What follows belongs to an exercise in optimizing a design on an open flow for small area, a short achievable clock period and few clock cycles; a production flow would make more cautious choices.
Only simulation tests tie the RTL to the original design; equivalence was not proved.
Power is estimated from default activity; no workload was simulated.

## flow/design.v (module list and top-level ports; edited modules follow where they fit)
// module M1: 747 lines
module M1 (
	input logic Clock,
	input logic resetn,
	input logic [15:0] SRAM_read_data,
	input logic start,
	output logic [17:0] SRAM_address,
	output logic done,
	output logic [15:0] SRAM_write_data,
	output logic SRAM_we_n
);
  // ...
==> flow/flow/run.sh <==
#!/bin/bash
cat standard.sh > standard_sh.txt
export SETUP_SLACK_MARGIN=10.0
bash standard.sh > standard.log 2>&1
==> flow/standard.sh <==
#!/bin/bash
# synth_recipe.tcl (not shown) runs the flow's synth.tcl, then flattens the netlist and writes it again
# the make line also repeats each setting of config.mk as NAME=value (left out here)
make -C /OpenROAD-flow-scripts/flow DESIGN_CONFIG=/design/flow/config.mk WORK_HOME=/design/flow/orfs CLKGATE_MAP_FILE= SYNTH_SCRIPT=/design/flow/synth_recipe.tcl "${@:-finish}"
==> flow/config.mk <==
export PLATFORM = sky130hd
export DESIGN_NAME = M1
export DESIGN_NICKNAME = M1
export VERILOG_FILES = /design/flow/design.v
export SDC_FILE = /design/flow/constraint.sdc
export NUM_CORES = 4
export LEC_CHECK = 0
export CAP_MARGIN = 20
export CORE_MARGIN = 2
export CORE_UTILIZATION = 45
export PLACE_DENSITY = 0.6
export SLEW_MARGIN = 20
==> flow/constraint.sdc <==
create_clock -name core_clock -period 14.0 [get_ports {Clock}]
set_input_delay 2.8000 -clock core_clock [delete_from_list [all_inputs] [get_ports {Clock}]]
set_output_delay 2.8000 -clock core_clock [all_outputs]
set_load 0.01 [all_outputs]
==> impl_metrics.csv, run 1 <==
group,metric,value,unit
route,antenna_left,0,
timing,fin_ws,9909,ps
final_layout,multi_input_cells,1195,
final_layout,buffer_area_share,4.290,%
die,initial_utilization,45.33,%
timing,period_minus_slack,4091,ps
power_and_ir_drop,switching_power,0.6159,mW
final_layout,layout_commonest_cell,"inv_1",
run_status,status,"timing/DRC/antenna clean",
final_layout,n_antenna_cell,0,
power_and_ir_drop,vdd_drop_max,0.00008538,V
timing,hold-worst-slack,410.7,ps
timing,hold_violations,0,
timing,clock_skew,30.17,ps
critical_path,cp_data_arrival_time,4520,ps
yosys,synth_xor_xnor_area_share,3.637,%
critical_path,worstPathRequired,14430,ps
critical_path,cp_max_fo,4,
timing,max-slew-margin-rel,29.86,%
place,dpl_worst_slack,8869,ps
place,placed_cells,2543,
critical_path,critPathCaptureType,"flip-flop",
place,place_area,0.02330,mm^2
final_layout,utilization,52.16,%
timing,rsz0062_at_grt,"true",
final_layout,seqCellArea,0.009044,mm^2
worst_hold_path,min_from,"win[7][3]$_DFFE_PP_",
final_layout,final_nets,2426,
clock_tree,post_cts_resized,144,
route,wl_met1,22.75,mm
critical_path,r2r-end,"flb_r[1]$_DFF_P_",
yosys,syn_nets,2301,
power_and_ir_drop,power,2.428,mW
power_and_ir_drop,p_comb_share,12.6,%
yosys,synth_cells,1903,
yosys,synth_top_family_by_area,"adder cells",
global_routing,grt_pass1_vias,14820,
power_and_ir_drop,p_seq,1.11,mW
global_routing,grt-ovfl-total,0,
yosys,async_reset_ff_share,2.647,%
Testbench counts, summed over its fixed seeds: cycles 779,580.
==> run 2, diff against run 1 <==
--- a/flow/design.v
+++ b/flow/design.v
@@ -206,210 +206,209 @@
 wire [17:0] fl_a = {1'b1, 1'b1, fl_w128, fl_w122, fl_w114, fl_w104, fl_w94, fl_w80, fl_w77, fl_w52, fl_w38, fl_w35, fl_w23, fl_w12, fl_w8, fl_w5, fl_w2, 1'b1};
 wire [17:0] fl_b = {1'b0, fl_w130, fl_w129, fl_w127, fl_w121, fl_w113, fl_w103, fl_w93, fl_w79, fl_w65, fl_w51, fl_w37, fl_w25, fl_w17, fl_w11, fl_w7, fl_w3, fl_w1};
 wire [8:0] fl_lo = {1'b0, fl_a[7:0]} + {1'b0, fl_b[7:0]};
 logic [9:0] fla_r, flb_r;
 logic       flc_r;
 wire  [9:0] filt = fla_r + flb_r + {9'd0, flc_r};
 logic [7:0] opy;
 logic [9:0] opu, opv;
-logic selb_r;           
-wire sel_b = selb_r;
+logic sel_x, sel_a, sel_m, sel_r;
 wire [9:0] up = {~opu[9], opu[8:0]};
 wire [9:0] vp = {~opv[9], opv[8:0]};
-wire [9:0] xp = sel_b ? up : vp;
-wire rb_w1 = ~opy[0] ^ ~xp[2] ^ (xp[0] ^ sel_b);
-wire rb_w2 = (~opy[0] & ~xp[2]) | (~opy[0] & (xp[0] ^ sel_b)) | (~xp[2] & (xp[0] ^ sel_b));
-wire rb_w3 = ~opy[1] ^ ~xp[3] ^ (xp[1] ^ sel_b);
-wire rb_w4 = (~opy[1] & ~xp[3]) | (~opy[1] & (xp[1] ^ sel_b)) | (~xp[3] & (xp[1] ^ sel_b));
-wire rb_w5 = sel_b ^ rb_w2;
-wire rb_w6 = sel_b & rb_w2;
-wire rb_w7 = ~opy[2] ^ ~xp[4] ^ (xp[2] ^ sel_b);
-wire rb_w8 = (~opy[2] & ~xp[4]) | (~opy[2] & (xp[2] ^ sel_b)) | (~xp[4] & (xp[2] ^ sel_b));
-wire rb_w9 = (sel_b ? 1'b0 : xp[0]) ^ rb_w4 ^ rb_w7;
-wire rb_w10 = ((sel_b ? 1'b0 : xp[0]) & rb_w4) | ((sel_b ? 1'b0 : xp[0]) & rb_w7) | (rb_w4 & rb_w7);
-wire rb_w11 = ~opy[3] ^ ~xp[5] ^ (xp[3] ^ sel_b);
-wire rb_w12 = (~opy[3] & ~xp[5]) | (~opy[3] & (xp[3] ^ sel_b)) | (~xp[5] & (xp[3] ^ sel_b));
-wire rb_w13 = (sel_b ? xp[0] : xp[1]) ^ rb_w8 ^ rb_w11;
-wire rb_w14 = ((sel_b ? xp[0] : xp[1]) & rb_w8) | ((sel_b ? xp[0] : xp[1]) & rb_w11) | (rb_w8 & rb_w11);
+wire [9:0] xp = sel_x ? up : vp;
+wire rb_w1 = ~opy[0] ^ ~xp[2] ^ (xp[0] ^ sel_a);
+wire rb_w2 = (~opy[0] & ~xp[2]) | (~opy[0] & (xp[0] ^ sel_a)) | (~xp[2] & (xp[0] ^ sel_a));
+wire rb_w3 = ~opy[1] ^ ~xp[3] ^ (xp[1] ^ sel_a);
+wire rb_w4 = (~opy[1] & ~xp[3]) | (~opy[1] & (xp[1] ^ sel_a)) | (~xp[3] & (xp[1] ^ sel_a));
+wire rb_w5 = sel_a ^ rb_w2;
+wire rb_w6 = sel_a & rb_w2;
+wire rb_w7 = ~opy[2] ^ ~xp[4] ^ (xp[2] ^ sel_a);
+wire rb_w8 = (~opy[2] & ~xp[4]) | (~opy[2] & (xp[2] ^ sel_a)) | (~xp[4] & (xp[2] ^ sel_a));
+wire rb_w9 = (sel_m ? 1'b0 : xp[0]) ^ rb_w4 ^ rb_w7;
+wire rb_w10 = ((sel_m ? 1'b0 : xp[0]) & rb_w4) | ((sel_m ? 1'b0 : xp[0]) & rb_w7) | (rb_w4 & rb_w7);
+wire rb_w11 = ~opy[3] ^ ~xp[5] ^ (xp[3] ^ sel_a);
+wire rb_w12 = (~opy[3] & ~xp[5]) | (~opy[3] & (xp[3] ^ sel_a)) | (~xp[5] & (xp[3] ^ sel_a));
+wire rb_w13 = (sel_m ? xp[0] : xp[1]) ^ rb_w8 ^ rb_w11;
+wire rb_w14 = ((sel_m ? xp[0] : xp[1]) & rb_w8) | ((sel_m ? xp[0] : xp[1]) & rb_w11) | (rb_w8 & rb_w11);
 wire rb_w15 = ~opy[4] ^ ~xp[6] ^ 1'b1;
 wire rb_w16 = (~opy[4] & ~xp[6]) | (~opy[4] & 1'b1) | (~xp[6] & 1'b1);
-wire rb_w17 = (xp[4] ^ sel_b) ^ (sel_b ? xp[1] : xp[2]) ^ rb_w12;
-wire rb_w18 = ((xp[4] ^ sel_b) & (sel_b ? xp[1] : xp[2])) | ((xp[4] ^ sel_b) & rb_w12) | ((sel_b ? xp[1] : xp[2]) & rb_w12);
+wire rb_w17 = (xp[4] ^ sel_a) ^ (sel_m ? xp[1] : xp[2]) ^ rb_w12;
+wire rb_w18 = ((xp[4] ^ sel_a) & (sel_m ? xp[1] : xp[2])) | ((xp[4] ^ sel_a) & rb_w12) | ((sel_m ? xp[1] : xp[2]) & rb_w12);
 wire rb_w19 = rb_w15 ^ rb_w14;
 wire rb_w20 = rb_w15 & rb_w14;
 wire rb_w21 = ~opy[5] ^ ~xp[7] ^ xp[0];
 wire rb_w22 = (~opy[5] & ~xp[7]) | (~opy[5] & xp[0]) | (~xp[7] & xp[0]);
-wire rb_w23 = 1'b1 ^ (xp[5] ^ sel_b) ^ (sel_b ? xp[2] : xp[3]);
-wire rb_w24 = (1'b1 & (xp[5] ^ sel_b)) | (1'b1 & (sel_b ? xp[2] : xp[3])) | ((xp[5] ^ sel_b) & (sel_b ? xp[2] : xp[3]));
+wire rb_w23 = 1'b1 ^ (xp[5] ^ sel_a) ^ (sel_m ? xp[2] : xp[3]);
+wire rb_w24 = (1'b1 & (xp[5] ^ sel_a)) | (1'b1 & (sel_m ? xp[2] : xp[3])) | ((xp[5] ^ sel_a) & (sel_m ? xp[2] : xp[3]));
 wire rb_w25 = rb_w16 ^ rb_w21 ^ rb_w23;
 wire rb_w26 = (rb_w16 & rb_w21) | (rb_w16 & rb_w23) | (rb_w21 & rb_w23);
 wire rb_w27 = rb_w18 ^ rb_w25;
 wire rb_w28 = rb_w18 & rb_w25;
 wire rb_w29 = ~opy[6] ^ ~xp[8] ^ xp[1];
 wire rb_w30 = (~opy[6] & ~xp[8]) | (~opy[6] & xp[1]) | (~xp[8] & xp[1]);
-wire rb_w31 = (xp[6] ^ sel_b) ^ (sel_b ? xp[3] : xp[4]) ^ rb_w22;
-wire rb_w32 = ((xp[6] ^ sel_b) & (sel_b ? xp[3] : xp[4])) | ((xp[6] ^ sel_b) & rb_w22) | ((sel_b ? xp[3] : xp[4]) & rb_w22);
+wire rb_w31 = (xp[6] ^ sel_a) ^ (sel_m ? xp[3] : xp[4]) ^ rb_w22;
+wire rb_w32 = ((xp[6] ^ sel_a) & (sel_m ? xp[3] : xp[4])) | ((xp[6] ^ sel_a) & rb_w22) | ((sel_m ? xp[3] : xp[4]) & rb_w22);
 wire rb_w33 = rb_w24 ^ rb_w29 ^ rb_w31;
 wire rb_w34 = (rb_w24 & rb_w29) | (rb_w24 & rb_w31) | (rb_w29 & rb_w31);
 wire rb_w35 = rb_w26 ^ rb_w28;
 wire rb_w36 = rb_w26 & rb_w28;
 wire rb_w37 = opy[0] ^ ~opy[7] ^ ~xp[9];
 wire rb_w38 = (opy[0] & ~opy[7]) | (opy[0] & ~xp[9]) | (~opy[7] & ~xp[9]);
-wire rb_w39 = xp[2] ^ (xp[7] ^ sel_b) ^ (sel_b ? xp[4] : xp[5]);
-wire rb_w40 = (xp[2] & (xp[7] ^ sel_b)) | (xp[2] & (sel_b ? xp[4] : xp[5])) | ((xp[7] ^ sel_b) & (sel_b ? xp[4] : xp[5]));
+wire rb_w39 = xp[2] ^ (xp[7] ^ sel_a) ^ (sel_m ? xp[4] : xp[5]);
+wire rb_w40 = (xp[2] & (xp[7] ^ sel_a)) | (xp[2] & (sel_m ? xp[4] : xp[5])) | ((xp[7] ^ sel_a) & (sel_m ? xp[4] : xp[5]));
 wire rb_w41 = rb_w30 ^ rb_w37 ^ rb_w39;
 wire rb_w42 = (rb_w30 & rb_w37) | (rb_w30 & rb_w39) | (rb_w37 & rb_w39);
 wire rb_w43 = rb_w32 ^ rb_w41 ^ rb_w34;
 wire rb_w44 = (rb_w32 & rb_w41) | (rb_w32 & rb_w34) | (rb_w41 & rb_w34);
-wire rb_w45 = opy[1] ^ xp[3] ^ (xp[8] ^ sel_b);
-wire rb_w46 = (opy[1] & xp[3]) | (opy[1] & (xp[8] ^ sel_b)) | (xp[3] & (xp[8] ^ sel_b));
-wire rb_w47 = (sel_b ? xp[5] : xp[6]) ^ (sel_b ? xp[0] : 1'b0) ^ sel_b;
-wire rb_w48 = ((sel_b ? xp[5] : xp[6]) & (sel_b ? xp[0] : 1'b0)) | ((sel_b ? xp[5] : xp[6]) & sel_b) | ((sel_b ? xp[0] : 1'b0) & sel_b);
+wire rb_w45 = opy[1] ^ xp[3] ^ (xp[8] ^ sel_a);
+wire rb_w46 = (opy[1] & xp[3]) | (opy[1] & (xp[8] ^ sel_a)) | (xp[3] & (xp[8] ^ sel_a));
+wire rb_w47 = (sel_m ? xp[5] : xp[6]) ^ (sel_m ? xp[0] : 1'b0) ^ sel_a;
+wire rb_w48 = ((sel_m ? xp[5] : xp[6]) & (sel_m ? xp[0] : 1'b0)) | ((sel_m ? xp[5] : xp[6]) & sel_a) | ((sel_m ? xp[0] : 1'b0) & sel_a);
 wire rb_w49 = rb_w38 ^ rb_w40 ^ rb_w45;
 wire rb_w50 = (rb_w38 & rb_w40) | (rb_w38 & rb_w45) | (rb_w40 & rb_w45);
 wire rb_w51 = rb_w47 ^ rb_w42 ^ rb_w49;
 wire rb_w52 = (rb_w47 & rb_w42) | (rb_w47 & rb_w49) | (rb_w42 & rb_w49);
 wire rb_w53 = opy[0] ^ opy[2] ^ xp[4];
 wire rb_w54 = (opy[0] & opy[2]) | (opy[0] & xp[4]) | (opy[2] & xp[4]);
-wire rb_w55 = (xp[9] ^ sel_b) ^ (sel_b ? xp[6] : xp[7]) ^ (sel_b ? xp[1] : ~xp[0]);
-wire rb_w56 = ((xp[9] ^ sel_b) & (sel_b ? xp[6] : xp[7])) | ((xp[9] ^ sel_b) & (sel_b ? xp[1] : ~xp[0])) | ((sel_b ? xp[6] : xp[7]) & (sel_b ? xp[1] : ~xp[0]));
+wire rb_w55 = (xp[9] ^ sel_a) ^ (sel_m ? xp[6] : xp[7]) ^ (sel_m ? xp[1] : ~xp[0]);
+wire rb_w56 = ((xp[9] ^ sel_a) & (sel_m ? xp[6] : xp[7])) | ((xp[9] ^ sel_a) & (sel_m ? xp[1] : ~xp[0])) | ((sel_m ? xp[6] : xp[7]) & (sel_m ? xp[1] : ~xp[0]));
 wire rb_w57 = rb_w46 ^ rb_w48 ^ rb_w53;
 wire rb_w58 = (rb_w46 & rb_w48) | (rb_w46 & rb_w53) | (rb_w48 & rb_w53);
 wire rb_w59 = rb_w55 ^ rb_w50 ^ rb_w57;
 wire rb_w60 = (rb_w55 & rb_w50) | (rb_w55 & rb_w57) | (rb_w50 & rb_w57);
 wire rb_w61 = opy[1] ^ opy[3] ^ xp[5];
 wire rb_w62 = (opy[1] & opy[3]) | (opy[1] & xp[5]) | (opy[3] & xp[5]);
-wire rb_w63 = (sel_b ? xp[7] : xp[8]) ^ (sel_b ? xp[2] : ~xp[1]) ^ ~sel_b;
-wire rb_w64 = ((sel_b ? xp[7] : xp[8]) & (sel_b ? xp[2] : ~xp[1])) | ((sel_b ? xp[7] : xp[8]) & ~sel_b) | ((sel_b ? xp[2] : ~xp[1]) & ~sel_b);
+wire rb_w63 = (sel_m ? xp[7] : xp[8]) ^ (sel_m ? xp[2] : ~xp[1]) ^ ~sel_a;
+wire rb_w64 = ((sel_m ? xp[7] : xp[8]) & (sel_m ? xp[2] : ~xp[1])) | ((sel_m ? xp[7] : xp[8]) & ~sel_a) | ((sel_m ? xp[2] : ~xp[1]) & ~sel_a);
 wire rb_w65 = rb_w54 ^ rb_w56 ^ rb_w61;
 wire rb_w66 = (rb_w54 & rb_w56) | (rb_w54 & rb_w61) | (rb_w56 & rb_w61);
 wire rb_w67 = rb_w63 ^ rb_w58 ^ rb_w65;
 wire rb_w68 = (rb_w63 & rb_w58) | (rb_w63 & rb_w65) | (rb_w58 & rb_w65);
 wire rb_w69 = opy[0] ^ opy[2] ^ opy[4];
 wire rb_w70 = (opy[0] & opy[2]) | (opy[0] & opy[4]) | (opy[2] & opy[4]);
-wire rb_w71 = xp[6] ^ (sel_b ? xp[8] : xp[9]) ^ (sel_b ? xp[3] : ~xp[2]);
-wire rb_w72 = (xp[6] & (sel_b ? xp[8] : xp[9])) | (xp[6] & (sel_b ? xp[3] : ~xp[2])) | ((sel_b ? xp[8] : xp[9]) & (sel_b ? xp[3] : ~xp[2]));
-wire rb_w73 = (xp[0] & ~sel_b) ^ ~sel_b ^ rb_w62;
-wire rb_w74 = ((xp[0] & ~sel_b) & ~sel_b) | ((xp[0] & ~sel_b) & rb_w62) | (~sel_b & rb_w62);
+wire rb_w71 = xp[6] ^ (sel_m ? xp[8] : xp[9]) ^ (sel_m ? xp[3] : ~xp[2]);
+wire rb_w72 = (xp[6] & (sel_m ? xp[8] : xp[9])) | (xp[6] & (sel_m ? xp[3] : ~xp[2])) | ((sel_m ? xp[8] : xp[9]) & (sel_m ? xp[3] : ~xp[2]));
+wire rb_w73 = (xp[0] & sel_r) ^ ~sel_a ^ rb_w62;
+wire rb_w74 = ((xp[0] & sel_r) & ~sel_a) | ((xp[0] & sel_r) & rb_w62) | (~sel_a & rb_w62);
 wire rb_w75 = rb_w64 ^ rb_w69 ^ rb_w71;
 wire rb_w76 = (rb_w64 & rb_w69) | (rb_w64 & rb_w71) | (rb_w69 & rb_w71);
 wire rb_w77 = rb_w66 ^ rb_w73 ^ rb_w75;
 wire rb_w78 = (rb_w66 & rb_w73) | (rb_w66 & rb_w75) | (rb_w73 & rb_w75);
 wire rb_w79 = opy[1] ^ opy[3] ^ opy[5];
 wire rb_w80 = (opy[1] & opy[3]) | (opy[1] & opy[5]) | (opy[3] & opy[5]);
-wire rb_w81 = xp[7] ^ 1'b1 ^ (sel_b ? xp[9] : 1'b0);
-wire rb_w82 = (xp[7] & 1'b1) | (xp[7] & (sel_b ? xp[9] : 1'b0)) | (1'b1 & (sel_b ? xp[9] : 1'b0));
-wire rb_w83 = (sel_b ? xp[4] : ~xp[3]) ^ (xp[1] & ~sel_b) ^ rb_w70;
-wire rb_w84 = ((sel_b ? xp[4] : ~xp[3]) & (xp[1] & ~sel_b)) | ((sel_b ? xp[4] : ~xp[3]) & rb_w70) | ((xp[1] & ~sel_b) & rb_w70);
+wire rb_w81 = xp[7] ^ 1'b1 ^ (sel_m ? xp[9] : 1'b0);
+wire rb_w82 = (xp[7] & 1'b1) | (xp[7] & (sel_m ? xp[9] : 1'b0)) | (1'b1 & (sel_m ? xp[9] : 1'b0));
+wire rb_w83 = (sel_m ? xp[4] : ~xp[3]) ^ (xp[1] & sel_r) ^ rb_w70;
+wire rb_w84 = ((sel_m ? xp[4] : ~xp[3]) & (xp[1] & sel_r)) | ((sel_m ? xp[4] : ~xp[3]) & rb_w70) | ((xp[1] & sel_r) & rb_w70);
 wire rb_w85 = rb_w72 ^ rb_w79 ^ rb_w81;
 wire rb_w86 = (rb_w72 & rb_w79) | (rb_w72 & rb_w81) | (rb_w79 & rb_w81);
 wire rb_w87 = rb_w74 ^ rb_w83 ^ rb_w76;
 wire rb_w88 = (rb_w74 & rb_w83) | (rb_w74 & rb_w76) | (rb_w83 & rb_w76);
 wire rb_w89 = rb_w85 ^ rb_w78;
 wire rb_w90 = rb_w85 & rb_w78;
 wire rb_w91 = opy[2] ^ opy[4] ^ opy[6];
 wire rb_w92 = (opy[2] & opy[4]) | (opy[2] & opy[6]) | (opy[4] & opy[6]);
-wire rb_w93 = xp[8] ^ (sel_b ? xp[5] : ~xp[4]) ^ (xp[2] & ~sel_b);
-wire rb_w94 = (xp[8] & (sel_b ? xp[5] : ~xp[4])) | (xp[8] & (xp[2] & ~sel_b)) | ((sel_b ? xp[5] : ~xp[4]) & (xp[2] & ~sel_b));
-wire rb_w95 = (~xp[0] & ~sel_b) ^ sel_b ^ rb_w80;
-wire rb_w96 = ((~xp[0] & ~sel_b) & sel_b) | ((~xp[0] & ~sel_b) & rb_w80) | (sel_b & rb_w80);
+wire rb_w93 = xp[8] ^ (sel_m ? xp[5] : ~xp[4]) ^ (xp[2] & sel_r);
+wire rb_w94 = (xp[8] & (sel_m ? xp[5] : ~xp[4])) | (xp[8] & (xp[2] & sel_r)) | ((sel_m ? xp[5] : ~xp[4]) & (xp[2] & sel_r));
+wire rb_w95 = (~xp[0] & sel_r) ^ sel_a ^ rb_w80;
+wire rb_w96 = ((~xp[0] & sel_r) & sel_a) | ((~xp[0] & sel_r) & rb_w80) | (sel_a & rb_w80);
 wire rb_w97 = rb_w82 ^ rb_w91 ^ rb_w93;
 wire rb_w98 = (rb_w82 & rb_w91) | (rb_w82 & rb_w93) | (rb_w91 & rb_w93);
 wire rb_w99 = rb_w84 ^ rb_w95 ^ rb_w86;
 wire rb_w100 = (rb_w84 & rb_w95) | (rb_w84 & rb_w86) | (rb_w95 & rb_w86);
 wire rb_w101 = rb_w97 ^ rb_w88 ^ rb_w99;
 wire rb_w102 = (rb_w97 & rb_w88) | (rb_w97 & rb_w99) | (rb_w88 & rb_w99);
 wire rb_w103 = opy[0] ^ opy[3] ^ opy[5];
 wire rb_w104 = (opy[0] & opy[3]) | (opy[0] & opy[5]) | (opy[3] & opy[5]);
-wire rb_w105 = opy[7] ^ xp[9] ^ (sel_b ? xp[6] : ~xp[5]);
-wire rb_w106 = (opy[7] & xp[9]) | (opy[7] & (sel_b ? xp[6] : ~xp[5])) | (xp[9] & (sel_b ? xp[6] : ~xp[5]));
-wire rb_w107 = (xp[3] & ~sel_b) ^ (~xp[1] & ~sel_b) ^ sel_b;
-wire rb_w108 = ((xp[3] & ~sel_b) & (~xp[1] & ~sel_b)) | ((xp[3] & ~sel_b) & sel_b) | ((~xp[1] & ~sel_b) & sel_b);
+wire rb_w105 = opy[7] ^ xp[9] ^ (sel_m ? xp[6] : ~xp[5]);
+wire rb_w106 = (opy[7] & xp[9]) | (opy[7] & (sel_m ? xp[6] : ~xp[5])) | (xp[9] & (sel_m ? xp[6] : ~xp[5]));
+wire rb_w107 = (xp[3] & sel_r) ^ (~xp[1] & sel_r) ^ sel_a;
+wire rb_w108 = ((xp[3] & sel_r) & (~xp[1] & sel_r)) | ((xp[3] & sel_r) & sel_a) | ((~xp[1] & sel_r) & sel_a);
 wire rb_w109 = rb_w92 ^ rb_w94 ^ rb_w103;
 wire rb_w110 = (rb_w92 & rb_w94) | (rb_w92 & rb_w103) | (rb_w94 & rb_w103);
 wire rb_w111 = rb_w105 ^ rb_w107 ^ rb_w96;
 wire rb_w112 = (rb_w105 & rb_w107) | (rb_w105 & rb_w96) | (rb_w107 & rb_w96);
 wire rb_w113 = rb_w98 ^ rb_w109 ^ rb_w111;
 wire rb_w114 = (rb_w98 & rb_w109) | (rb_w98 & rb_w111) | (rb_w109 & rb_w111);
 wire rb_w115 = rb_w100 ^ rb_w113;
 wire rb_w116 = rb_w100 & rb_w113;
 wire rb_w117 = opy[1] ^ opy[4] ^ opy[6];
 wire rb_w118 = (opy[1] & opy[4]) | (opy[1] & opy[6]) | (opy[4] & opy[6]);
-wire rb_w119 = xp[0] ^ (sel_b ? xp[7] : ~xp[6]) ^ (xp[4] & ~sel_b);
-wire rb_w120 = (xp[0] & (sel_b ? xp[7] : ~xp[6])) | (xp[0] & (xp[4] & ~sel_b)) | ((sel_b ? xp[7] : ~xp[6]) & (xp[4] & ~sel_b));
-wire rb_w121 = (~xp[2] & ~sel_b) ^ rb_w104 ^ rb_w106;
-wire rb_w122 = ((~xp[2] & ~sel_b) & rb_w104) | ((~xp[2] & ~sel_b) & rb_w106) | (rb_w104 & rb_w106);
+wire rb_w119 = xp[0] ^ (sel_m ? xp[7] : ~xp[6]) ^ (xp[4] & sel_r);
+wire rb_w120 = (xp[0] & (sel_m ? xp[7] : ~xp[6])) | (xp[0] & (xp[4] & sel_r)) | ((sel_m ? xp[7] : ~xp[6]) & (xp[4] & sel_r));
+wire rb_w121 = (~xp[2] & sel_r) ^ rb_w104 ^ rb_w106;
+wire rb_w122 = ((~xp[2] & sel_r) & rb_w104) | ((~xp[2] & sel_r) & rb_w106) | (rb_w104 & rb_w106);
 wire rb_w123 = rb_w108 ^ rb_w117 ^ rb_w119;
 wire rb_w124 = (rb_w108 & rb_w117) | (rb_w108 & rb_w119) | (rb_w117 & rb_w119);
 wire rb_w125 = rb_w110 ^ rb_w121 ^ rb_w112;
 wire rb_w126 = (rb_w110 & rb_w121) | (rb_w110 & rb_w112) | (rb_w121 & rb_w112);
 wire rb_w127 = rb_w123 ^ rb_w114 ^ rb_w125;
 wire rb_w128 = (rb_w123 & rb_w114) | (rb_w123 & rb_w125) | (rb_w114 & rb_w125);
 wire rb_w129 = opy[2] ^ opy[5] ^ opy[7];
 wire rb_w130 = (opy[2] & opy[5]) | (opy[2] & opy[7]) | (opy[5] & opy[7]);
-wire rb_w131 = xp[1] ^ (sel_b ? xp[8] : ~xp[7]) ^ (xp[5] & ~sel_b);
-wire rb_w132 = (xp[1] & (sel_b ? xp[8] : ~xp[7])) | (xp[1] & (xp[5] & ~sel_b)) | ((sel_b ? xp[8] : ~xp[7]) & (xp[5] & ~sel_b));
-wire rb_w133 = (~xp[3] & ~sel_b) ^ rb_w118 ^ rb_w120;
-wire rb_w134 = ((~xp[3] & ~sel_b) & rb_w118) | ((~xp[3] & ~sel_b) & rb_w120) | (rb_w118 & rb_w120);
+wire rb_w131 = xp[1] ^ (sel_m ? xp[8] : ~xp[7]) ^ (xp[5] & sel_r);
+wire rb_w132 = (xp[1] & (sel_m ? xp[8] : ~xp[7])) | (xp[1] & (xp[5] & sel_r)) | ((sel_m ? xp[8] : ~xp[7]) & (xp[5] & sel_r));
+wire rb_w133 = (~xp[3] & sel_r) ^ rb_w118 ^ rb_w120;
+wire rb_w134 = ((~xp[3] & sel_r) & rb_w118) | ((~xp[3] & sel_r) & rb_w120) | (rb_w118 & rb_w120);
 wire rb_w135 = rb_w129 ^ rb_w131 ^ rb_w122;
 wire rb_w136 = (rb_w129 & rb_w131) | (rb_w129 & rb_w122) | (rb_w131 & rb_w122);
 wire rb_w137 = rb_w124 ^ rb_w133 ^ rb_w135;
 wire rb_w138 = (rb_w124 & rb_w133) | (rb_w124 & rb_w135) | (rb_w133 & rb_w135);
 wire rb_w139 = rb_w126 ^ rb_w137;
 wire rb_w140 = rb_w126 & rb_w137;
 wire rb_w141 = opy[3] ^ opy[6] ^ xp[2];
 wire rb_w142 = (opy[3] & opy[6]) | (opy[3] & xp[2]) | (opy[6] & xp[2]);
-wire rb_w143 = (sel_b ? xp[9] : ~xp[8]) ^ (xp[6] & ~sel_b) ^ (~xp[4] & ~sel_b);
-wire rb_w144 = ((sel_b ? xp[9] : ~xp[8]) & (xp[6] & ~sel_b)) | ((sel_b ? xp[9] : ~xp[8]) & (~xp[4] & ~sel_b)) | ((xp[6] & ~sel_b) & (~xp[4] & ~sel_b));
+wire rb_w143 = (sel_m ? xp[9] : ~xp[8]) ^ (xp[6] & sel_r) ^ (~xp[4] & sel_r);
+wire rb_w144 = ((sel_m ? xp[9] : ~xp[8]) & (xp[6] & sel_r)) | ((sel_m ? xp[9] : ~xp[8]) & (~xp[4] & sel_r)) | ((xp[6] & sel_r) & (~xp[4] & sel_r));
 wire rb_w145 = rb_w130 ^ rb_w132 ^ rb_w141;
 wire rb_w146 = (rb_w130 & rb_w132) | (rb_w130 & rb_w141) | (rb_w132 & rb_w141);
 wire rb_w147 = rb_w143 ^ rb_w134 ^ rb_w145;
 wire rb_w148 = (rb_w143 & rb_w134) | (rb_w143 & rb_w145) | (rb_w134 & rb_w145);
 wire rb_w149 = rb_w136 ^ rb_w147 ^ rb_w138;
 wire rb_w150 = (rb_w136 & rb_w147) | (rb_w136 & rb_w138) | (rb_w147 & rb_w138);
 wire rb_w151 = opy[4] ^ opy[7] ^ xp[3];
 wire rb_w152 = (opy[4] & opy[7]) | (opy[4] & xp[3]) | (opy[7] & xp[3]);
-wire rb_w153 = (sel_b ? 1'b0 : ~xp[9]) ^ (xp[7] & ~sel_b) ^ (~xp[5] & ~sel_b);
-wire rb_w154 = ((sel_b ? 1'b0 : ~xp[9]) & (xp[7] & ~sel_b)) | ((sel_b ? 1'b0 : ~xp[9]) & (~xp[5] & ~sel_b)) | ((xp[7] & ~sel_b) & (~xp[5] & ~sel_b));
-wire rb_w155 = ~sel_b ^ rb_w142 ^ rb_w144;
-wire rb_w156 = (~sel_b & rb_w142) | (~sel_b & rb_w144) | (rb_w142 & rb_w144);
+wire rb_w153 = (sel_m ? 1'b0 : ~xp[9]) ^ (xp[7] & sel_r) ^ (~xp[5] & sel_r);
+wire rb_w154 = ((sel_m ? 1'b0 : ~xp[9]) & (xp[7] & sel_r)) | ((sel_m ? 1'b0 : ~xp[9]) & (~xp[5] & sel_r)) | ((xp[7] & sel_r) & (~xp[5] & sel_r));
+wire rb_w155 = ~sel_a ^ rb_w142 ^ rb_w144;
+wire rb_w156 = (~sel_a & rb_w142) | (~sel_a & rb_w144) | (rb_w142 & rb_w144);
 wire rb_w157 = rb_w151 ^ rb_w153 ^ rb_w146;
 wire rb_w158 = (rb_w151 & rb_w153) | (rb_w151 & rb_w146) | (rb_w153 & rb_w146);
 wire rb_w159 = rb_w155 ^ rb_w148 ^ rb_w157;
 wire rb_w160 = (rb_w155 & rb_w148) | (rb_w155 & rb_w157) | (rb_w148 & rb_w157);
-wire rb_w161 = opy[5] ^ xp[4] ^ (xp[8] & ~sel_b);
-wire rb_w162 = (opy[5] & xp[4]) | (opy[5] & (xp[8] & ~sel_b)) | (xp[4] & (xp[8] & ~sel_b));
-wire rb_w163 = (~xp[6] & ~sel_b) ^ sel_b ^ rb_w152;
-wire rb_w164 = ((~xp[6] & ~sel_b) & sel_b) | ((~xp[6] & ~sel_b) & rb_w152) | (sel_b & rb_w152);
+wire rb_w161 = opy[5] ^ xp[4] ^ (xp[8] & sel_r);
+wire rb_w162 = (opy[5] & xp[4]) | (opy[5] & (xp[8] & sel_r)) | (xp[4] & (xp[8] & sel_r));
+wire rb_w163 = (~xp[6] & sel_r) ^ sel_a ^ rb_w152;
+wire rb_w164 = ((~xp[6] & sel_r) & sel_a) | ((~xp[6] & sel_r) & rb_w152) | (sel_a & rb_w152);
 wire rb_w165 = rb_w154 ^ rb_w161 ^ rb_w156;
 wire rb_w166 = (rb_w154 & rb_w161) | (rb_w154 & rb_w156) | (rb_w161 & rb_w156);
 wire rb_w167 = rb_w163 ^ rb_w158 ^ rb_w165;
 wire rb_w168 = (rb_w163 & rb_w158) | (rb_w163 & rb_w165) | (rb_w158 & rb_w165);
 wire rb_w169 = opy[6] ^ xp[5] ^ 1'b1;
 wire rb_w170 = (opy[6] & xp[5]) | (opy[6] & 1'b1) | (xp[5] & 1'b1);
-wire rb_w171 = (xp[9] & ~sel_b) ^ (~xp[7] & ~sel_b) ^ rb_w162;
-wire rb_w172 = ((xp[9] & ~sel_b) & (~xp[7] & ~sel_b)) | ((xp[9] & ~sel_b) & rb_w162) | ((~xp[7] & ~sel_b) & rb_w162);
+wire rb_w171 = (xp[9] & sel_r) ^ (~xp[7] & sel_r) ^ rb_w162;
+wire rb_w172 = ((xp[9] & sel_r) & (~xp[7] & sel_r)) | ((xp[9] & sel_r) & rb_w162) | ((~xp[7] & sel_r) & rb_w162);
 wire rb_w173 = rb_w169 ^ rb_w164 ^ rb_w171;
 wire rb_w174 = (rb_w169 & rb_w164) | (rb_w169 & rb_w171) | (rb_w164 & rb_w171);
 wire rb_w175 = rb_w166 ^ rb_w173;
 wire rb_w176 = rb_w166 & rb_w173;
 wire rb_w177 = opy[7] ^ xp[6] ^ 1'b1;
 wire rb_w178 = (opy[7] & xp[6]) | (opy[7] & 1'b1) | (xp[6] & 1'b1);
-wire rb_w179 = (~xp[8] & ~sel_b) ^ rb_w170 ^ rb_w177;
-wire rb_w180 = ((~xp[8] & ~sel_b) & rb_w170) | ((~xp[8] & ~sel_b) & rb_w177) | (rb_w170 & rb_w177);
+wire rb_w179 = (~xp[8] & sel_r) ^ rb_w170 ^ rb_w177;
+wire rb_w180 = ((~xp[8] & sel_r) & rb_w170) | ((~xp[8] & sel_r) & rb_w177) | (rb_w170 & rb_w177);
 wire rb_w181 = rb_w172 ^ rb_w179 ^ rb_w174;
 wire rb_w182 = (rb_w172 & rb_w179) | (rb_w172 & rb_w174) | (rb_w179 & rb_w174);
-wire rb_w183 = xp[7] ^ (~xp[9] & ~sel_b) ^ ~sel_b;
-wire rb_w184 = (xp[7] & (~xp[9] & ~sel_b)) | (xp[7] & ~sel_b) | ((~xp[9] & ~sel_b) & ~sel_b);
+wire rb_w183 = xp[7] ^ (~xp[9] & sel_r) ^ ~sel_a;
+wire rb_w184 = (xp[7] & (~xp[9] & sel_r)) | (xp[7] & ~sel_a) | ((~xp[9] & sel_r) & ~sel_a);
 wire rb_w185 = rb_w178 ^ rb_w183 ^ rb_w180;
 wire rb_w186 = (rb_w178 & rb_w183) | (rb_w178 & rb_w180) | (rb_w183 & rb_w180);
-wire rb_w187 = xp[8] ^ sel_b ^ rb_w184;
-wire rb_w188 = (xp[8] & sel_b) | (xp[8] & rb_w184) | (sel_b & rb_w184);
-wire [26:0] rb_a = {xp[9], rb_w186, rb_w182, rb_w176, rb_w168, rb_w160, rb_w150, rb_w140, rb_w128, rb_w116, rb_w102, rb_w90, rb_w87, rb_w68, rb_w60, rb_w52, rb_w44, rb_w36, rb_w33, rb_w20, rb_w17, rb_w10, rb_w6, rb_w3, ~sel_b, ~xp[1], ~xp[0]};
+wire rb_w187 = xp[8] ^ sel_a ^ rb_w184;
+wire rb_w188 = (xp[8] & sel_a) | (xp[8] & rb_w184) | (sel_a & rb_w184);
+wire [26:0] rb_a = {xp[9], rb_w186, rb_w182, rb_w176, rb_w168, rb_w160, rb_w150, rb_w140, rb_w128, rb_w116, rb_w102, rb_w90, rb_w87, rb_w68, rb_w60, rb_w52, rb_w44, rb_w36, rb_w33, rb_w20, rb_w17, rb_w10, rb_w6, rb_w3, ~sel_a, ~xp[1], ~xp[0]};
 wire [26:0] rb_b = {rb_w188, rb_w187, rb_w185, rb_w181, rb_w175, rb_w167, rb_w159, rb_w149, rb_w139, rb_w127, rb_w115, rb_w101, rb_w89, rb_w77, rb_w67, rb_w59, rb_w51, rb_w43, rb_w35, rb_w27, rb_w19, rb_w13, rb_w9, rb_w5, rb_w1, 1'b0, 1'b1};
 wire gg_w1 = ~opy[0] ^ ~vp[2];
 wire gg_w2 = ~opy[0] & ~vp[2];
 wire gg_w3 = ~opy[1] ^ up[0] ^ ~vp[3];
 wire gg_w4 = (~opy[1] & up[0]) | (~opy[1] & ~vp[3]) | (up[0] & ~vp[3]);
 wire gg_w5 = ~opy[2] ^ up[1] ^ ~vp[4];
 wire gg_w6 = (~opy[2] & up[1]) | (~opy[2] & ~vp[4]) | (up[1] & ~vp[4]);
 wire gg_w7 = ~opy[3] ^ up[2] ^ ~up[0];
@@ -667,17 +666,20 @@
 	end else if (lead && lc == 3'd4) begin
 		cr_u_d <= 1'b1;     
 		cr_v_d <= 1'b0;
 	end
 	if ((t0 && cr_u_d) || (lead && lc == 3'd3)) uw <= SRAM_read_data;
 	if ((t0 && cr_v_d) || (lead && lc == 3'd4)) vw <= SRAM_read_data;
 	rba_r <= rb_a[26:16]; rbb_r <= rb_b[26:16]; rbc_r <= rb_lo[16];
 	gga_r <= gg_a[26:16]; ggb_r <= gg_b[26:16]; ggc_r <= gg_lo[16];
-	selb_r <= run && (ph[0] || ph[2]);
+	sel_x <= ph[0] || ph[2];
+	sel_a <= run && (ph[0] || ph[2]);
+	sel_m <= (state != S_IDLE) && (ph[0] || ph[2]);
+	sel_r <= !(ph[0] || ph[2]);
 	if (t1) SRAM_write_data <= {rb8, g8};
 	if (t2) SRAM_write_data[15:8] <= rb8;
 	if (t3) SRAM_write_data[7:0] <= rb8;
 	if (t4) SRAM_write_data <= {g8, rb8};
 end
 always_ff @(posedge Clock) begin
 	if (state == S_IDLE) begin
 		m <= 8'd158;
==> flow/run.sh (new file) <==
#!/bin/bash
# synth_recipe.tcl (not shown) runs the flow's synth.tcl, then flattens the netlist and writes it again
# the make line also repeats each setting of config.mk as NAME=value (left out here)
make -C /OpenROAD-flow-scripts/flow DESIGN_CONFIG=/design/flow/config.mk WORK_HOME=/design/flow/orfs CLKGATE_MAP_FILE= SYNTH_SCRIPT=/design/flow/synth_recipe.tcl finish
removed: flow/flow/run.sh
removed: flow/standard.sh
==> impl_metrics.csv, run 2 <==
group,metric,value,unit
final_layout,largest-register,"win",
timing,period_minus_slack,5057,ps
timing,fin_crit_sh,36.12,%
yosys,syn_nets,2243,
route,wirelength,48.32,mm
final_layout,fillCellCount,4213,
yosys,synth_compound_area_share,8.038,%
timing,final_max_slew_viol_count,0,
clock_tree,htreeDepth,2,
global_routing,grtUsageTotal,19.96,%
final_layout,n_antenna_cell,0,
timing,setup-violations-final,0,
route,via_per_inst,5.233,
yosys,synth_cells,1837,
clock_tree,cts_setup_buffers,0,
route,antenna_left,0,
yosys,yosysSeqAreaShare,41.62,%
yosys,async_reset_ff_share,2.624,%
final_layout,final_nets,2305,
global_routing,globalRouteMet3Util,4.272,%
clock_tree,clockRootBuffer,"clkbuf_16",
yosys,syn-cell-area,0.02185,mm^2
power_and_ir_drop,power_density,178.0,mW/mm^2
clock_tree,clk_latency,580,ps
yosys,synth_xor_xnor_area_share,3.847,%
clock_tree,post_cts_resized,0,
yosys,synthMuxAreaShare,2.845,%
final_layout,reg_top3,"win x96, SRAM_address x18, rgb_cnt x18",
final_layout,seqCellArea,0.009101,mm^2
die,die_height,224.4,um
global_routing,grt_first_pass_wirelength,77.55,mm
yosys,ys_ff_latch,343,
final_layout,syn2layout_area_growth,11.27,%
timing,max-slew-margin-rel,33.42,%
die,dieArea,0.05034,mm^2
timing,timing.fmax,197.7,MHz
final_layout,final_cells,2545,
die,ioPinCount,55,
route,drtIter0Drc,849,
global_routing,met1_usage,26.82,%
critical_path,critPathCaptureType,"flip-flop",
yosys,synth_top_family_by_area,"adder cells",
place,placed_cells,2473,
yosys,synth_edf_count,218,
critical_path,cp-start-kind,"flip-flop",
timing,rsz0062_at_grt,"false",
final_layout,utilization,50.82,%
route,vias,13320,
global_routing,grt_use_met2,32.66,%
yosys,post-synth-top-count-cell,"inv_1",
global_routing,grt_antenna_before_repair,0,
timing,hold-worst-slack,415.4,ps
global_routing,grt_pass1_vias,13980,
clock_tree,ctsHoldBuffers,0,
worst_hold_path,hold_class,"reg -> reg",
clock_tree,cts.reportedPaths.clkPinSlew,60,ps
timing,hold_violations,0,
power_and_ir_drop,p_leak,10.67,nW
flow_run,cap_violations,0,
final_layout,drive_above_1_share,6.580,%
yosys,synth_simple_gate_area_share,7.511,%
clock_tree,ctsLongestPathBuffers,3,
critical_path,worstPathRequired,14470,ps
clock_tree,cts_tree,"done",
power_and_ir_drop,vdd_drop_max,0.0001312,V
critical_path,cp_data_arrival_time,5530,ps
final_layout,final_cell_mix,"inv_1, fa_1, edfxtp_1",
yosys,synth_top_area_share,29.95,%
final_layout,multi_input_area,0.01136,mm^2
route,drc,0,
place,gp_congestion,0.8934,
global_routing,grt_busiest_layer,"met2",
global_routing,grt_max_degree,70,
die,rows,80,
clock_tree,cts_inserted_buffers,39,
place,hpwl,37.35,mm
yosys,synth_common_cells,"inv_1, fa_1, edfxtp_1, ha_1, dfxtp_1",
timing,finalSetupTns,0,ps
place,portBuffers,54,
route,drtPass1Iterations,5,
yosys,ys_top_cells_by_area,"edfxtp_1, fa_1, dfxtp_1",
yosys,yosysUniqueCellTypes,77,
global_routing,grt-ovfl-total,0,
final_layout,layout_commonest_cell,"inv_1",
clock_tree,clock-sinks,343,
yosys,synth-warning-count,2,
yosys,syn_area_per_cell,11.90,um^2
timing,tightestPinTransition,995.5,ps
route,avgRoutedWirePerCell,18.99,um
die,initial_utilization,45.68,%
critical_path,cp_max_fo,12,
yosys,synth_ff_type,"edfxtp_1",
yosys,yosysTopAreaCell,"edfxtp_1",
run_status,status,"timing/DRC/antenna clean",
yosys,yosys.area_share.adder,29.71,%
critical_path,path_class,"reg -> reg",
final_layout,largest_reg_flops,96,
die,core-area,0.04785,mm^2
die,die_w,224.4,um
timing,clock_skew,29.33,ps
[run 2: cell types whose count changed after synthesis, sizes merged, moves of 7 or more]
cell / change
nor2: -26
nor3: -12
and3: +8
fa: +7
nand3: +7
o32ai: -7
[run 2: power by group]
group	internal [mW]	total, mW	switching (mW)	leakage, nW
registers	1.16	1.22	0.0550	3.35
logic	0.932	2.09	1.16	6.70
clock network	0.594	1.02	0.427	0.625
[run 2: final timing paths]
path	start	end	slack, ps	depth (start not counted)
max	sel_a$_DFF_P_	rbc_r$_DFF_P_	8940	16
min	win[1][3]$_DFFE_PP_	win[0][3]$_DFFE_PP_	420	0
max reg2reg	sel_a$_DFF_P_	rbc_r$_DFF_P_	8940	16
min reg2reg	win[1][3]$_DFFE_PP_	win[0][3]$_DFFE_PP_	420	0
max in group asynchronous	resetn	ph[0]$_DFFE_PN1P_	11160	1
min in group asynchronous	resetn	ph[4]$_DFFE_PN0P_	2520	1
[run 2: worst max-delay path, stage by stage, from the launching register on]
cell,delay [ps]
dfxtp_1,850
clkinv_1,690
ha_1,510
inv_1,50
fa_1,470
fa_1,490
inv_1,50
fa_1,500
inv_1,50
ha_1,300
a21o_1,160
a21o_1,170
a21oi_1,150
nand2_1,100
a41oi_1,200
a21oi_1,70
o31a_1,120
[run 2: area by class of cell]
type | count | share of cell area, %
clock buffer | 59 | 4.569
clock inverter | 13 | 0.7049
inverter | 318 | 4.909
multi-input combinational | 1134 | 46.72
sequential | 343 | 37.43
tap | 615 | 3.164
timing repair buffer | 63 | 2.501
[run 2: kinds of logic (layout without fill, tap and decap cells)]
group           count (synthesis)  in the layout
buf+inv                       360            453
fa+ha+maj                     387            387
simple gates                  332            332
xor+xnor                       96             96
flops                         343            343
mux                            49             49
compound gates                270            270
[run 2: per-layer routing]
layer / routed length (um) / part of all wire, %
met1: 21720 / 45
met2: 22710 / 47
met3: 2540 / 5.3
met4: 1339 / 2.8
met5: 0 / 0
[run 2: stage by stage]
step	area (um^2)	setup slack, ps	power, mW
after floorplan	21850	9567	2.709
after global placement	23030	9148	3.261
after detailed placement	23030	8958	3.355
after CTS	24320	8960	4.397
after global routing	24320	8650	4.772
final	24320	8943	4.329
Testbench counts of run 2, summed over its fixed seeds: cycles 779,580.
==> run 3, diff against run 2 <==
==> flow/flow/run.sh (new file) <==
#!/bin/bash
cat standard.sh > standard_sh.txt
export SETUP_SLACK_MARGIN=9.0
bash standard.sh > standard.log 2>&1
==> flow/standard.sh (new file) <==
#!/bin/bash
# synth_recipe.tcl (not shown) runs the flow's synth.tcl, then flattens the netlist and writes it again
# the make line also repeats each setting of config.mk as NAME=value (left out here)
make -C /OpenROAD-flow-scripts/flow DESIGN_CONFIG=/design/flow/config.mk WORK_HOME=/design/flow/orfs CLKGATE_MAP_FILE= SYNTH_SCRIPT=/design/flow/synth_recipe.tcl "${@:-finish}"
removed: flow/run.sh
==> impl_metrics.csv, run 3 <==
group,metric,value,unit
yosys,synth-warning-count,2,
yosys,synth_simple_gate_area_share,7.511,%
place,hpwl,37.35,mm
yosys,ys_top_cells_by_area,"edfxtp_1, fa_1, dfxtp_1",
yosys,synthMuxAreaShare,2.845,%
yosys,syn-cell-area,0.02185,mm^2
flow_run,cap_violations,0,
clock_tree,cts_inserted_buffers,39,
timing,max-slew-margin-rel,33.43,%
critical_path,cp-start-kind,"flip-flop",
die,dieArea,0.05034,mm^2
final_layout,reg_top3,"win x96, SRAM_address x18, rgb_cnt x18",
global_routing,grt-ovfl-total,0,
power_and_ir_drop,power_density,177.9,mW/mm^2
yosys,syn_area_per_cell,11.90,um^2
timing,timing.fmax,210.3,MHz
power_and_ir_drop,p_leak,10.68,nW
global_routing,grt_max_degree,70,
final_layout,n_antenna_cell,0,
final_layout,final_nets,2305,
die,rows,80,
yosys,async_reset_ff_share,2.624,%
clock_tree,cts_tree,"done",
clock_tree,htreeDepth,2,
run_status,status,"timing/DRC/antenna clean",
route,vias,13330,
route,drtPass1Iterations,5,
power_and_ir_drop,power,4.329,mW
final_layout,final_cell_mix,"inv_1, fa_1, edfxtp_1",
clock_tree,post_cts_resized,1,
clock_tree,clockRootBuffer,"clkbuf_16",
global_routing,grtUsageTotal,19.96,%
final_layout,largest_reg_flops,96,
timing,final_max_slew_viol_count,0,
place,portBuffers,54,
route,drc,0,
critical_path,r2r_cells,13,
clock_tree,ctsLongestPathBuffers,3,
final_layout,drive_above_1_share,6.891,%
global_routing,grt_antenna_before_repair,0,
timing,period_minus_slack,4755,ps
final_layout,layout_commonest_cell,"inv_1",
clock_tree,ctsHoldBuffers,0,
route,wirelength,48.27,mm
yosys,synth_cells,1837,
final_layout,largest-register,"win",
critical_path,cp_data_arrival_time,5190,ps
yosys,synth_edf_count,218,
yosys,synth_ff_type,"edfxtp_1",
die,die_w,224.4,um
place,placed_cells,2473,
worst_hold_path,min_path_cells,0,
yosys,ys_ff_latch,343,
global_routing,grt_first_pass_wirelength,77.55,mm
route,antenna_left,0,
timing,clock_skew,29.46,ps
die,core-area,0.04785,mm^2
die,initial_utilization,45.68,%
yosys,synth_compound_area_share,8.038,%
yosys,synth_common_cells,"inv_1, fa_1, edfxtp_1, ha_1, dfxtp_1",
clock_tree,clk_latency,580,ps
power_and_ir_drop,vdd_drop_max,0.0001311,V
critical_path,path_class,"reg -> reg",
die,ioPinCount,55,
yosys,yosys.area_share.adder,29.71,%
route,avgRoutedWirePerCell,18.97,um
worst_hold_path,hold_class,"reg -> reg",
yosys,yosysUniqueCellTypes,77,
final_layout,final_cells,2545,
place,gp_congestion,0.8934,
clock_tree,clock-sinks,343,
yosys,post-synth-top-count-cell,"inv_1",
yosys,yosysTopAreaCell,"edfxtp_1",
clock_tree,cts.reportedPaths.clkPinSlew,60,ps
die,die_height,224.4,um
timing,rsz0062_at_grt,"false",
yosys,yosysSeqAreaShare,41.62,%
yosys,synth_xor_xnor_area_share,3.847,%
global_routing,grt_pass1_vias,13980,
timing,setup-violations-final,0,
yosys,syn_nets,2243,
timing,hold_violations,0,
final_layout,syn2layout_area_growth,11.34,%
critical_path,cp_max_fo,5,
final_layout,fillCellCount,4212,
route,via_per_inst,5.236,
yosys,synth_top_area_share,29.95,%
timing,finalSetupTns,0,ps
critical_path,critPathCaptureType,"flip-flop",
clock_tree,cts_setup_buffers,0,
timing,fin_crit_sh,33.96,%
yosys,synth_top_family_by_area,"adder cells",
timing,tightestPinTransition,995.3,ps
critical_path,worstPathRequired,14430,ps
route,drtIter0Drc,901,
## run 3: cell counts after synthesis
No cell type changed its count.
## run 3: worst paths after layout
check / to / slack [ps] / startpoint
setup / recovery: ggc_r$_DFF_P_ / 9240 / opy[6]$_DFFE_PP_
hold / removal: win[0][3]$_DFFE_PP_ / 420 / win[1][3]$_DFFE_PP_
setup reg to reg: ggc_r$_DFF_P_ / 9240 / opy[6]$_DFFE_PP_
hold reg to reg: win[0][3]$_DFFE_PP_ / 420 / win[1][3]$_DFFE_PP_
max in group asynchronous: ph[0]$_DFFE_PN1P_ / 11160 / resetn
min in group asynchronous: ph[4]$_DFFE_PN0P_ / 2520 / resetn
## run 3: per-layer routing
metal	up-vias	GRT usage, %	part of all wire [%]
li1	6297	-	-
met1	6644	26.82	45
met2	304	32.66	47
met3	80	4.272	5.5
met4	0	6.003	2.8
met5	-	0	0
## run 3: area by class of cell
class	count	area [um^2]	share of cell area, %
Tap cell	615	769.5	3.162
Multi-Input combinational cell	1134	11370	46.74
Timing Repair Buffer	63	608.1	2.499
Inverter	318	1195	4.911
Clock inverter	13	171.4	0.7045
Clock buffer	59	1111	4.566
Sequential cell	343	9104	37.41
## run 3: where the power goes
group	internal, mW	total (mW)	switching [mW]
clock	0.594	1.02	0.427
sequential	1.16	1.22	0.0549
combinational	0.933	2.09	1.16
## run 3: stage by stage
step                cell area [um^2]  hold WS [ps]  utilization, %  setup slack [ps]
finish                         24330         415.4           50.86              9245
global placement               23030         401.1           48.14              9148
detailed placement             23030         404.5           48.14              8958
global route                   24330         410.6           50.86              9028
CTS                            24320         409.8           50.82              9057
floorplan                      21850         400.3               -              9567
## run 3: logic make-up (layout without fill, tap and decap cells)
| group | after synthesis | in the layout |
|---|---|---|
| adders and majority gates | 387 | 387 |
| buffers and inverters | 360 | 453 |
| DFF | 343 | 343 |
| and+or+nand+nor | 332 | 332 |
| AOI/OAI and AO/OA | 270 | 270 |
| xor gates and xnor gates | 96 | 96 |
| muxes | 49 | 49 |
## run 3: critical path, cell delays in order (launching register included)
cell       delay [ps]
edfxtp_1          610
inv_1             300
fa_1              620
inv_1              70
fa_1              400
fa_1              400
fa_1              520
inv_1              40
ha_1              290
and4_1            220
a221o_1           290
a31o_2            230
a2111oi_0         520
o21bai_1          110
==> run 4, diff against run 3 <==
==> flow/flow/run.sh (replaced) <==
#!/bin/bash
cat standard.sh > standard_sh.txt
export SETUP_SLACK_MARGIN=11.0
bash standard.sh > standard.log 2>&1
==> impl_metrics.csv, run 4 <==
group,metric,value,unit
yosys,synth_cells,1837,
yosys,yosysTopAreaCell,"edfxtp_1",
clock_tree,cts_tree,"done",
clock_tree,ctsLongestPathBuffers,3,
timing,tightestPinTransition,951.1,ps
yosys,synth-warning-count,2,
critical_path,r2r-start,"win[4][0]$_DFFE_PP_",
timing,max-slew-margin-rel,36.60,%
die,core-area,0.04785,mm^2
global_routing,grt_antenna_before_repair,1,
route,drtPass1Iterations,4,
yosys,synth_top_area_share,29.95,%
global_routing,grt_pass1_vias,14460,
route,via_per_inst,5.223,
place,gp_congestion,0.9024,
yosys,syn_nets,2243,
final_layout,final_cell_mix,"inv_1, edfxtp_1, fa_1",
final_layout,reg_top3,"win x96, SRAM_address x18, rgb_cnt x18",
global_routing,grtUsageTotal,20.49,%
final_layout,n_antenna_cell,0,
power_and_ir_drop,sw_frac_of_total,38.14,%
timing,period_minus_slack,4161,ps
yosys,post-synth-top-count-cell,"inv_1",
power_and_ir_drop,p_seq_share,25.3,%
power_and_ir_drop,switching_power,1.795,mW
place,place_area,0.02325,mm^2
global_routing,grt-ovfl-total,0,
worst_hold_path,min_from,"win[1][0]$_DFFE_PP_",
timing,timing.fmax,240.3,MHz
critical_path,cp-start-kind,"flip-flop",
yosys,synth_ff_type,"edfxtp_1",
die,rows,80,
clock_tree,htreeDepth,2,
clock_tree,clk_latency,590,ps
die,die_w,224.4,um
route,drc,0,
route,avgRoutedWirePerCell,18.98,um
route,antenna_left,0,
timing,rsz0062_at_grt,"true",
global_routing,grt_max_degree,77,
flow_run,cap_violations,0,
yosys,syn_area_per_cell,11.90,um^2
timing,finalSetupTns,0,ps
worst_hold_path,hold_end,"win[0][0]$_DFFE_PP_",
final_layout,largest-register,"win",
power_and_ir_drop,power_density,176.6,mW/mm^2
clock_tree,ctsHoldBuffers,0,
yosys,ys_top_cells_by_area,"edfxtp_1, fa_1, dfxtp_1",
power_and_ir_drop,p_leak,11.52,nW
final_layout,design_area,0.02665,mm^2
power_and_ir_drop,p_clk_share,22.4,%
yosys,yosysSeqAreaShare,41.62,%
place,portBuffers,54,
critical_path,critPathCaptureType,"flip-flop",
power_and_ir_drop,cellInternalPower,2.911,mW
yosys,async_reset_ff_share,2.624,%
critical_path,path_class,"reg -> reg",
route,wirelength,50.93,mm
critical_path,regToRegSetupSlack,9840,ps
timing,hold_violations,0,
final_layout,layout_commonest_cell,"inv_1",
timing,final_max_slew_viol_count,0,
place,hpwl,36.90,mm
yosys,yosysUniqueCellTypes,77,
clock_tree,cts.reportedPaths.clkPinSlew,70,ps
run_status,status,"timing/DRC/antenna clean",
final_layout,drive_above_1_share,28.09,%
critical_path,worstPathRequired,14470,ps
clock_tree,cts_inserted_buffers,40,
power_and_ir_drop,p_comb_share,52.3,%
final_layout,final_nets,2442,
final_layout,largest_reg_flops,96,
critical_path,cp_data_arrival_time,4630,ps
critical_path,r2r-end,"flb_r[3]$_DFF_P_",
power_and_ir_drop,vdd_drop_max,0.0001681,V
die,die_height,224.4,um
route,drtIter0Drc,734,
clock_tree,clock-sinks,343,
timing,setup-violations-final,0,
die,initial_utilization,45.68,%
worst_hold_path,min_path_cells,0,
timing,clock_skew,29.19,ps
worst_hold_path,hold_class,"reg -> reg",
yosys,syn-cell-area,0.02185,mm^2
critical_path,cp_max_fo,2,
route,vias,14010,
yosys,ys_ff_latch,343,
clock_tree,clockRootBuffer,"clkbuf_16",
die,dieArea,0.05034,mm^2
final_layout,syn2layout_area_growth,21.94,%
die,ioPinCount,55,
timing,fin_crit_sh,29.72,%
yosys,synth_edf_count,218,
critical_path,r2r_cells,17,
yosys,synth_common_cells,"inv_1, fa_1, edfxtp_1, ha_1, dfxtp_1",
global_routing,grt_first_pass_wirelength,79.46,mm
## run 4: cell types whose count changed in the layout (fill, tap and decap cells not counted), sizes merged
cell,previous run,this run
buf,9,180
clkinv,9,16
clkbuf,59,50
bufinv,2,4
clkdlybuf4s50,54,17
clkinvlp,1,5
inv,319,318
o21ai,57,58
## run 4: worst max path at each step
stage                            end  slack [ps]  cells past startpoint                  from
floorplan           flb_r[3]$_DFF_P_        9840                     14  win[10][1]$_DFFE_PP_
global placement       rbc_r$_DFF_P_        9100                     16         sel_x$_DFF_P_
detailed placement     rbc_r$_DFF_P_        9030                     16         sel_x$_DFF_P_
CTS                 flb_r[3]$_DFF_P_        9850                     14   win[0][1]$_DFFE_PP_
global route        flb_r[3]$_DFF_P_        9690                     17   win[4][0]$_DFFE_PP_
finish              flb_r[3]$_DFF_P_        9840                     17   win[4][0]$_DFFE_PP_
## run 4: metal layers
layer	wire length, um	track usage (%)
met1	22620	27.69
met2	24060	33.23
met3	2427	3.828
met4	1811	7.306
met5	12	0
## run 4: power by group through the flow
| stage | Combinational, mW | Clock [mW] | Sequential [mW] |
|---|---|---|---|
| 2_1_floorplan | 1.51 | 0 | 1.23 |
| 3_3_place_gp | 2.04 | 0 | 1.24 |
| 3_5_place_dp | 2.11 | 0 | 1.25 |
| 4_1_cts | 2.31 | 1.08 | 1.20 |
| 5_1_grt | 2.88 | 1.11 | 1.20 |
| 6_report | 2.46 | 1.05 | 1.19 |
## run 4: logic make-up (layout without fill, tap and decap cells)
| kind of cell | Yosys count | in the layout | synth area share, % |
|---|---|---|---|
| AO/OA/AOI/OAI | 270 | 271 | 8.038 |
| XOR/XNOR | 96 | 96 | 3.847 |
| adder cells (fa/ha/maj) | 387 | 387 | 29.71 |
| buffers and inverters | 360 | 590 | 6.424 |
| flip-flops | 343 | 343 | 41.62 |
| multiplexers | 49 | 49 | 2.845 |
| AND/OR/NAND/NOR | 332 | 332 | 7.511 |
## run 4: layout make-up
| type | count | area, um^2 |
|---|---|---|
| clock inverter | 24 | 277.8 |
| inverter | 318 | 1230 |
| fill | 3993 | 21200 |
| clock buffer | 50 | 1049 |
| timing repair inverter | 1 | 5.005 |
| multi-input combinational | 1135 | 12610 |
| timing repair buffer | 197 | 1575 |
| sequential | 343 | 9138 |
| tap | 615 | 769.5 |
## run 4: timing repair
item / 4_1_cts / 5_1_grt
gates cloned: 1 / 1
setup buffers: 103 / 33
setup endpoints to repair: 153 / 142
pin swaps: 76 / 89
gates resized for setup: 335 / 119
## run 4: stage by stage
stage | std cells | util [%] | hold slack, ps | power [mW] | setup WS [ps]
6_report | 2683 | 55.70 | 413.4 | 4.705 | 9839
5_1_grt | 2683 | 55.70 | 421.9 | 5.187 | 9689
4_1_cts | 2649 | 54.12 | 416.8 | 4.583 | 9854
3_5_place_dp | 2471 | 48.59 | 404.5 | 3.354 | 9025
3_3_place_gp | 2471 | 48.59 | 401.1 | 3.282 | 9100
2_1_floorplan | 1837 | - | 400.3 | 2.739 | 9841
## run 4: critical path, cell delays in order, from the launching register on
cell      delay [ps]
edfxtp_1         420
ha_2             230
fa_2             370
a21o_1           200
a21oi_2          190
o21bai_2         100
a21oi_2          170
nor2b_1           60
o21ai_1          210
nand2b_2         150
fa_2             360
inv_2             70
fa_2             190
inv_2             30
fa_1             360
inv_1             80
fa_2             430
fa_1             420
==> run 5, diff against run 4 <==
==> flow/flow/run.sh (replaced) <==
#!/bin/bash
cat standard.sh > standard_sh.txt
export SETUP_SLACK_MARGIN=10.5
bash standard.sh > standard.log 2>&1
==> impl_metrics.csv, run 5 <==
group,metric,value,unit
final_layout,n_antenna_cell,0,
clock_tree,cts.reportedPaths.clkPinSlew,60,ps
critical_path,r2r-end,"rbc_r$_DFF_P_",
critical_path,path_class,"reg -> reg",
final_layout,reg_top3,"win x96, SRAM_address x18, rgb_cnt x18",
clock_tree,clk_latency,600,ps
timing,fin_crit_sh,29.66,%
route,via_per_inst,5.228,
critical_path,cp_max_fo,7,
yosys,synth_ff_type,"edfxtp_1",
timing,finalSetupTns,0,ps
final_layout,final_cell_mix,"inv_1, edfxtp_1, fa_1",
timing,tightestPinTransition,975.8,ps
power_and_ir_drop,p_leak,11.19,nW
yosys,synth_common_cells,"inv_1, fa_1, edfxtp_1, ha_1, dfxtp_1",
clock_tree,htreeDepth,2,
yosys,ys_top_cells_by_area,"edfxtp_1, fa_1, dfxtp_1",
yosys,ys_ff_latch,343,
place,portBuffers,54,
die,initial_utilization,45.68,%
critical_path,crit_end,"rbc_r$_DFF_P_",
die,core-area,0.04785,mm^2
die,ioPinCount,55,
clock_tree,cts_inserted_buffers,39,
final_layout,syn2layout_area_growth,16.87,%
final_layout,largest-register,"win",
power_and_ir_drop,vdd_drop_max,0.0001765,V
global_routing,grtUsageTotal,20.77,%
critical_path,critPathCaptureType,"flip-flop",
final_layout,utilization,53.38,%
yosys,yosysTopAreaCell,"edfxtp_1",
timing,max-slew-margin-rel,34.88,%
timing,timing.fmax,240.8,MHz
clock_tree,clock-sinks,343,
route,avgRoutedWirePerCell,19.22,um
global_routing,grt_first_pass_wirelength,80.44,mm
yosys,synth_top_area_share,29.95,%
flow_run,cap_violations,0,
critical_path,cp_data_arrival_time,4640,ps
die,die_height,224.4,um
yosys,yosysSeqAreaShare,41.62,%
yosys,synth-warning-count,2,
critical_path,cp-start-kind,"flip-flop",
yosys,syn-cell-area,0.02185,mm^2
power_and_ir_drop,power_density,178.4,mW/mm^2
clock_tree,ctsLongestPathBuffers,3,
die,die_w,224.4,um
die,rows,80,
run_status,status,"timing/DRC/antenna clean",
route,wirelength,50.63,mm
yosys,synth_edf_count,218,
global_routing,grt_max_degree,56,
route,drtIter0Drc,778,
route,vias,13780,
timing,final_max_slew_viol_count,0,
yosys,syn_area_per_cell,11.90,um^2
yosys,yosysUniqueCellTypes,77,
worst_hold_path,hold_class,"reg -> reg",
critical_path,r2r-start,"sel_x$_DFF_P_",
yosys,syn_nets,2243,
yosys,synth_cells,1837,
clock_tree,clockRootBuffer,"clkbuf_16",
timing,setup-violations-final,0,
critical_path,worstPathRequired,14480,ps
final_layout,layout_commonest_cell,"inv_1",
route,drc,0,
critical_path,critPathLaunch,"sel_x$_DFF_P_",
yosys,post-synth-top-count-cell,"inv_1",
route,drtPass1Iterations,5,
global_routing,grt_pass1_vias,14660,
timing,clock_skew,36.04,ps
place,hpwl,38.01,mm
final_layout,final_nets,2396,
place,gp_congestion,0.9013,
timing,rsz0062_at_grt,"true",
yosys,async_reset_ff_share,2.624,%
route,antenna_left,0,
critical_path,regToRegSetupSlack,9850,ps
timing,period_minus_slack,4152,ps
global_routing,grt-ovfl-total,0,
global_routing,grt_antenna_before_repair,2,
final_layout,largest_reg_flops,96,
critical_path,r2r_cells,17,
final_layout,design_area,0.02554,mm^2
final_layout,drive_above_1_share,19.90,%
place,place_area,0.02311,mm^2
timing,hold_violations,0,
die,dieArea,0.05034,mm^2
clock_tree,cts_tree,"done",
-- run 5: cell counts after synthesis --
No cell type changed its count.
-- run 5: metrics by stage --
| stage | total power [mW] | hold WS [ps] | std cells | setup WS, ps |
|---|---|---|---|---|
| floorplan | 2.727 | 400.3 | 1837 | 9808 |
| global placement | 3.332 | 401.6 | 2472 | 9246 |
| detailed placement | 3.409 | 404.5 | 2472 | 9157 |
| CTS | 4.506 | 415.1 | 2596 | 9836 |
| global route | 5.007 | 418.2 | 2635 | 9728 |
| finish | 4.556 | 410.9 | 2635 | 9848 |
-- run 5: final cells by class --
class                           count  area (um^2)
Fill cell                        4141        22310
Multi-Input combinational cell   1134        12000
Sequential cell                   343         9117
Inverter                          318         1216
Timing Repair Buffer              154         1155
Clock buffer                       56         1100
Tap cell                          615        769.5
Clock inverter                     15        182.7
-- run 5: critical path, stage by stage (launching register included) --
cell      delay (ps)
dfxtp_4          370
buf_4            150
mux2i_4          200
or2_2            330
a21boi_0         160
fa_1             540
inv_1             50
fa_1             480
inv_1             50
fa_1             360
ha_1             290
ha_1             310
a21o_1           180
a21oi_2          160
nand2_1          100
a41oi_2          170
a21oi_1           60
o31a_1           110
-- run 5: power breakdown --
part	switching [mW]	leakage, nW	internal, mW
sequential	0.0405	3.35	1.16
combinational	1.28	7.21	1.05
clock	0.428	0.623	0.592
-- run 5: repair_timing --
item,4_1_cts,5_1_grt
setup buffers,53,39
setup endpoints to repair,81,67
pin swaps,34,44
resized for setup,235,70
hold buffers,0,0
-- run 5: logic make-up after synthesis --
group | count (synthesis) | share of synthesized area (%)
compound gates | 270 | 8.038
xor+xnor | 96 | 3.847
fa+ha+maj | 387 | 29.71
buf+inv | 360 | 6.424
flops | 343 | 41.62
mux | 49 | 2.845
simple gates | 332 | 7.511
-- run 5: per-layer routing --
layer,share of wire [%],vias to the layer above,GRT usage (%)
met2,48,295,34.26
met4,2.8,4,6.793
met5,0.043,-,0
li1,-,6492,-
met1,45,6899,27.95
met3,4.5,85,3.671
-- run 5: worst min path at each step --
stage / slack [ps] / to / start / depth (start not counted)
6_report: 410 / win[2][1]$_DFFE_PP_ / win[3][1]$_DFFE_PP_ / 0
2_1_floorplan: 400 / win[0][0]$_DFFE_PP_ / win[1][0]$_DFFE_PP_ / 0
4_1_cts: 420 / win[2][1]$_DFFE_PP_ / win[3][1]$_DFFE_PP_ / 0
3_5_place_dp: 400 / win[10][4]$_DFFE_PP_ / win[11][4]$_DFFE_PP_ / 0
5_1_grt: 420 / win[0][5]$_DFFE_PP_ / win[1][5]$_DFFE_PP_ / 0
3_3_place_gp: 400 / win[6][1]$_DFFE_PP_ / win[7][1]$_DFFE_PP_ / 0

[separate check: timing with driven ports]
How much do the figures lean on ideal ports? The routed layouts below were timed once more, with nothing changed but the port constraints.
Step 1 sets driving cells, clkbuf_16 on the clock port and buf_2 on the other inputs (assumed; they add their load-dependent delay and slew).
Step 2 adds t to the input delays and takes it off the output delays; t is the mean of the earliest and latest rising clock arrival at the registers after step 1. Input paths then give back, and output paths get back, about the clock's delay inside the block.
Three values: ideal, step 1, step 2; two values: the first two.
run	t, ns	setup slack, ns	worst setup path at the end	clock arrival spread, ns
run 1	0.602	9.909 / 9.909 / 9.690	input to register	0.030 / 0.030
run 2	0.619	8.943 / 8.943 / 8.943	register to register	0.030 / 0.030
run 3	0.619	9.245 / 9.245 / 9.245	register to register	0.030 / 0.031
run 4	0.631	9.839 / 9.839 / 9.839	register to register	0.029 / 0.030
run 5	0.639	9.848 / 9.848 / 9.848	register to register	0.038 / 0.038
After both steps setup and hold are still met in every run listed. For run 1, which loses most, drivers alone change the setup slack by 0.000 ns; drivers and shift together by -0.219 ns.
